Context: an optimization exercise on an open-source flow, tuned for a short achievable clock period and few clock cycles. The choices shown serve that exercise and are no tape-out recipe.

==> inputs of 07-10 <==
// MultiCPU
module MultiCPU(
    input clk,
    input reset,
    input [31:0] Data_in,
    output mem_w,
    output [2:0] RAMCtrl,
    output [31:0] Data_out,
    output [31:0] Addr_out
    );
    localparam LB = 5;               
    localparam NB = 1 << LB;         
    localparam TW = 10 - LB;         
    localparam LIM = 40;             
    integer i;
    reg  [31:0] pcF;
    reg  [10:0] fa;                  
    reg         memE;                
    reg  [31:0] aout;
    reg  [2:0]  ctlE;
    reg         v0, v1;
    reg  [31:0] ir0, ir1, pc0, pc1, pn0, pn1;
    reg  [1:0]  ct0, ct1;
    reg  [4:0]  rdE0, rdE1;
    reg  [31:0] opA0, opB0, imE0, opA1, opB1, imE1;
    reg         fA0w0, fA0w1, fB0w0, fB0w1, fA1w0, fA1w1, fB1w0, fB1w1;
    reg  [11:0] fnE0, fnE1;          
    reg         ldE0, ldE1, stE;
    reg  [31:0] dataE;
    reg         bEq, bNe, bGez, bAlw, bJr, cslot;
    reg  [31:0] tgtE, fallE, pnE;
    reg  [LB:0] pidxE;
    reg  [1:0]  ctrE;
    reg         fusE;
    reg  [5:0]  kE;
    reg  [31:0] kq;
    reg  [4:0]  rdW0, rdW1;
    reg  [31:0] resW0, resW1;
    reg  [32*32-1:0] rf;             
    reg  [NB-1:0]    cv0, cv1;
    reg  [TW*NB-1:0] cg0, cg1;       
    reg  [32*NB-1:0] cd0, cd1;
    reg  [NB-1:0]    ck0, ck1;       
    reg  [2*NB-1:0]  cc0, cc1;       
    reg  [11*NB-1:0] ct0b, ct1b;     
    reg         fv;
    reg  [10:0] fad;
    reg  [31:0] fdat;
    wire [10:0] iF   = pcF[11:1];
    wire [LB-1:0] x1 = iF[LB:1];
    wire [LB-1:0] x0 = iF[LB:1] + iF[0];
    wire [10:0] iF2  = pc2F[11:1];
    wire [31:0] pc2F = pcF + 32'd2;
    wire [31:0] pc4F = pcF + 32'd4;
    wire        rv0 = cv0[x0];
    wire [TW-1:0] rg0 = cg0[x0*TW +: TW];
    wire [31:0] rd0 = cd0[x0*32 +: 32];
    wire        rk0 = ck0[x0];
    wire [1:0]  rc0 = cc0[x0*2 +: 2];
    wire [10:0] rt0 = ct0b[x0*11 +: 11];
    wire        rv1 = cv1[x1];
  ...
==> flow/config.mk <==
export PLATFORM = sky130hd
export DESIGN_NAME = MultiCPU
export DESIGN_NICKNAME = MultiCPU
export VERILOG_FILES = /design/flow/design.v
export SDC_FILE = /design/flow/constraint.sdc
export NUM_CORES = 8
export LEC_CHECK = 0
export CAP_MARGIN = 30
export CORE_MARGIN = 2
export CORE_UTILIZATION = 40
export SLEW_MARGIN = 30
==> flow/constraint.sdc <==
create_clock -name core_clock -period 13.0 [get_ports {clk}]
set_input_delay 2.6000 -clock core_clock [delete_from_list [all_inputs] [get_ports {clk}]]
set_output_delay 2.6000 -clock core_clock [all_outputs]
set_load 0.01 [all_outputs]
standard.sh (not shown) runs the stock make flow with config.mk's settings and CLKGATE_MAP_FILE= SYNTH_SCRIPT=/design/flow/synth_recipe.tcl, a recipe that flattens the netlist after the stock synthesis.
==> flow/flow/run.sh <==
#!/bin/bash
set -euo pipefail
cd "$(dirname "$0")/.."
MARGIN=$(cat flow/setup_margin.txt)
bash standard.sh SETUP_SLACK_MARGIN=$MARGIN finish > flow_make.log 2>&1
==> flow/flow/setup_margin.txt <==
8.5
==> inputs of 04-09, as changes to 07-10 <==
--- a/flow/design.v
+++ b/flow/design.v
@@ -1,27 +1,61 @@
 `timescale 1ns / 1ps
+module CpuAdd #(parameter W = 32) (
+    input  [W-1:0] a,
+    input  [W-1:0] b,
+    input          cin,
+    output [W-1:0] s,
+    output         cout
+    );
+    localparam L = $clog2(W);
+    wire [W-1:0] p0 = a ^ b;
+    wire [W-1:0] g0 = a & b;
+    wire [(L+1)*W-1:0] G, P;
+    assign G[W-1:0] = {g0[W-1:1], g0[0] | (p0[0] & cin)};
+    assign P[W-1:0] = p0;
+    genvar k, i;
+    generate
+        for (k = 0; k < L; k = k + 1) begin : lvl
+            for (i = 0; i < W; i = i + 1) begin : bt
+                if (i >= (1 << k)) begin : comb
+                    assign G[(k+1)*W + i] = G[k*W + i] | (P[k*W + i] & G[k*W + i - (1 << k)]);
+                    assign P[(k+1)*W + i] = P[k*W + i] & P[k*W + i - (1 << k)];
+                end else begin : ps
+                    assign G[(k+1)*W + i] = G[k*W + i];
+                    assign P[(k+1)*W + i] = P[k*W + i];
+                end
+            end
+        end
+    endgenerate
+    wire [W-1:0] c = {G[L*W +: W-1], cin};      
+    assign s    = p0 ^ c;
+    assign cout = G[L*W + W-1];
+endmodule
+`timescale 1ns / 1ps
 module CpuAlu(
     input  [31:0] A,
     input  [31:0] B,
     input  [31:0] imm,           
     input         oAdd, oSub, oAnd, oOr, oXor, oNor, oSlt, oSltu, oSll, oSr, oSra, oImm,
     output [31:0] res,
     output        lt             
     );
-    wire [31:0] sum  = A + B;
-    wire [32:0] dif  = {1'b0, A} - {1'b0, B};
-    wire        ltu  = dif[32];
+    wire [31:0] sum, dif;
+    wire        cs, cd;
+    CpuAdd #(32) addS(.a(A), .b(B),  .cin(1'b0), .s(sum), .cout(cs));
+    CpuAdd #(32) addD(.a(A), .b(~B), .cin(1'b1), .s(dif), .cout(cd));
+    wire        ltu  = ~cd;
     wire        lts  = (A[31] ^ B[31]) ? A[31] : dif[31];
     wire        big  = |B[31:5];
     wire [31:0] shl  = big ? 32'd0 : (A << B[4:0]);
     wire        fill = oSra & A[31];
     wire [63:0] srw  = {{32{fill}}, A} >> B[4:0];
     wire [31:0] shr  = big ? {32{fill}} : srw[31:0];
     assign lt  = oSlt ? lts : ltu;
-    assign res = ({32{oAdd}} & sum) | ({32{oSub}} & dif[31:0]) |
+    assign res = ({32{oAdd}} & sum) | ({32{oSub}} & dif) |
                  ({32{oAnd}} & (A & B)) | ({32{oOr}} & (A | B)) |
                  ({32{oXor}} & (A ^ B)) | ({32{oNor}} & ~(A | B)) |
                  {31'd0, (oSlt & lts) | (oSltu & ltu)} |
                  ({32{oSll}} & shl) | ({32{oSr}} & shr) |
                  ({32{oImm}} & imm);
 endmodule
 `timescale 1ns / 1ps
@@ -185,16 +219,18 @@
     reg         fv;
     reg  [10:0] fad;
     reg  [31:0] fdat;
     wire [10:0] iF   = pcF[11:1];
     wire [LB-1:0] x1 = iF[LB:1];
     wire [LB-1:0] x0 = iF[LB:1] + iF[0];
     wire [10:0] iF2  = pc2F[11:1];
-    wire [31:0] pc2F = pcF + 32'd2;
-    wire [31:0] pc4F = pcF + 32'd4;
+    wire [31:0] pc2F, pc4F;
+    wire        cF2, cF4;
+    CpuAdd #(32) incF2(.a(pcF), .b(32'd2), .cin(1'b0), .s(pc2F), .cout(cF2));
+    CpuAdd #(32) incF4(.a(pcF), .b(32'd4), .cin(1'b0), .s(pc4F), .cout(cF4));
     wire        rv0 = cv0[x0];
     wire [TW-1:0] rg0 = cg0[x0*TW +: TW];
     wire [31:0] rd0 = cd0[x0*32 +: 32];
     wire        rk0 = ck0[x0];
     wire [1:0]  rc0 = cc0[x0*2 +: 2];
     wire [10:0] rt0 = ct0b[x0*11 +: 11];
     wire        rv1 = cv1[x1];
@@ -280,20 +316,22 @@
     wire memA = ldA | stA;
     wire memB = ldB | stB;
     wire rawBA = (dsa != 5'd0) && ((uRsb && rsb == dsa) || (uRtb && rtb == dsa));
     wire fuseB = (beqB | bneB) && (dsa != 5'd0) && (|fkA) &&
                  ((rsb == dsa && rtb == 5'd0) || (rtb == dsa && rsb == 5'd0));
     wire iss0 = v0 && !agiA;
     wire iss1 = iss0 && v1 && !agiB && (!rawBA || fuseB) && !(memA && memB) && !(ctA && ctB) && !(ctA && stB);
-    wire [31:0] aguA  = rsVa + (jrA ? rtVa : simA);
-    wire [31:0] aguB  = rsVb + (jrB ? rtVb : simB);
-    wire [31:0] pc2a  = pc0 + 32'd2;
-    wire [31:0] pc2b  = pc1 + 32'd2;
-    wire [31:0] btgA  = {pc0[31:1], 1'b1} + {simA[30:0], 1'b1};
-    wire [31:0] btgB  = {pc1[31:1], 1'b1} + {simB[30:0], 1'b1};
+    wire [31:0] aguA, aguB, pc2a, pc2b, btgA, btgB;
+    wire        c1, c2, c3, c4, c5, c6;
+    CpuAdd #(32) agA(.a(rsVa), .b(jrA ? rtVa : simA), .cin(1'b0), .s(aguA), .cout(c1));
+    CpuAdd #(32) agB(.a(rsVb), .b(jrB ? rtVb : simB), .cin(1'b0), .s(aguB), .cout(c2));
+    CpuAdd #(32) inA(.a(pc0), .b(32'd2), .cin(1'b0), .s(pc2a), .cout(c3));
+    CpuAdd #(32) inB(.a(pc1), .b(32'd2), .cin(1'b0), .s(pc2b), .cout(c4));
+    CpuAdd #(32) btA(.a({pc0[31:1], 1'b1}), .b({simA[30:0], 1'b1}), .cin(1'b0), .s(btgA), .cout(c5));
+    CpuAdd #(32) btB(.a({pc1[31:1], 1'b1}), .b({simB[30:0], 1'b1}), .cin(1'b0), .s(btgB), .cout(c6));
     wire [31:0] tgtA  = jA ? {pc2a[31:27], ir0[25:0], 1'b0} : brA ? btgA : aguA;
     wire [31:0] tgtB  = jB ? {pc2b[31:27], ir1[25:0], 1'b0} : brB ? btgB : aguB;
     wire [31:0] A0 = fA0w1 ? resW1 : fA0w0 ? resW0 : opA0;
     wire [31:0] B0 = fB0w1 ? resW1 : fB0w0 ? resW0 : opB0;
     wire [31:0] A1 = fA1w1 ? resW1 : fA1w0 ? resW0 : opA1;
     wire [31:0] B1 = fB1w1 ? resW1 : fB1w0 ? resW0 : opB1;
     wire [31:0] alu0, alu1;
==> flow/config.mk (replaced) <==
export PLATFORM = sky130hd
export DESIGN_NAME = MultiCPU
export DESIGN_NICKNAME = MultiCPU
export VERILOG_FILES = /design/flow/design.v
export SDC_FILE = /design/flow/constraint.sdc
export NUM_CORES = 8
export LEC_CHECK = 0
export CAP_MARGIN = 30
export CORE_MARGIN = 2
export CORE_UTILIZATION = 55
export PLACE_DENSITY = 0.65
export SLEW_MARGIN = 30
==> comparison table <==
| quantity | 07-10 | 04-09 |
|---|---|---|
| Run status | complete, no violations | complete, no violations |
| Number of antenna repair diodes | 89 | 129 |
| Maximum number of pins on one net before global-route repair | 134 | 153 |
| Die footprint | 719,900 um2 | 523,000 um2 |
| Number of non-filler instances in the completed layout | 33,930 | 30,690 |
| Clock-cell share of area | 5.550% | 5.539% |
| Post-synthesis simple-gate area fraction | 8.356% | 7.690% |
| Worst reg-to-reg path cell count | 31 | 33 |
| P&R area growth vs syn | 19.89% | 18.34% |
| Highest clock frequency the design can meet | 163.3 MHz | 152.0 MHz |
| Tap cells | 9,516 | 6,916 |
| Req. time, crit path | 14.11 ns | 14.04 ns |
| Synth Area in Adders | 1.769% | 1.770% |
| Fraction of layout cells with a size suffix above 1 | 27.86% | 28.36% |
| Post-route clock period utilization | 47.12% | 50.61% |
| Stage delay of the slowest cell on the critical path | 0.37 ns | 0.47 ns |
No functional check of the RTL was part of any run of this note.

## what the ideal ports hide
How much do the figures lean on ideal ports? The routed layouts below were timed once more, with nothing changed but the port constraints. Step 1 sets driving cells, clkbuf_16 on the clock port and buf_2 on the other inputs (assumed; they add their load-dependent delay and slew). Step 2 adds t to the input delays and takes it off the output delays; t is the mean of the earliest and latest rising clock arrival at the registers after step 1. Input paths then give back, and output paths get back, about the clock's delay inside the block. Slacks: no drivers / after step 1 / after step 2; pairs: no drivers / after step 1.
| run | t (ns) | setup slack, ns | worst setup path at the end | worst register clock-pin slew, ns | cell pins on the clock port's net |
|---|---|---|---|---|---|
| 07-10 | 1.256 | 6.874 / 6.874 / 6.874 | register to register | 0.08 / 0.08 | 1 |
| 04-09 | 1.252 | 6.421 / 6.421 / 6.421 | register to register | 0.07 / 0.07 | 1 |
After both steps setup and hold are still met in every run listed.
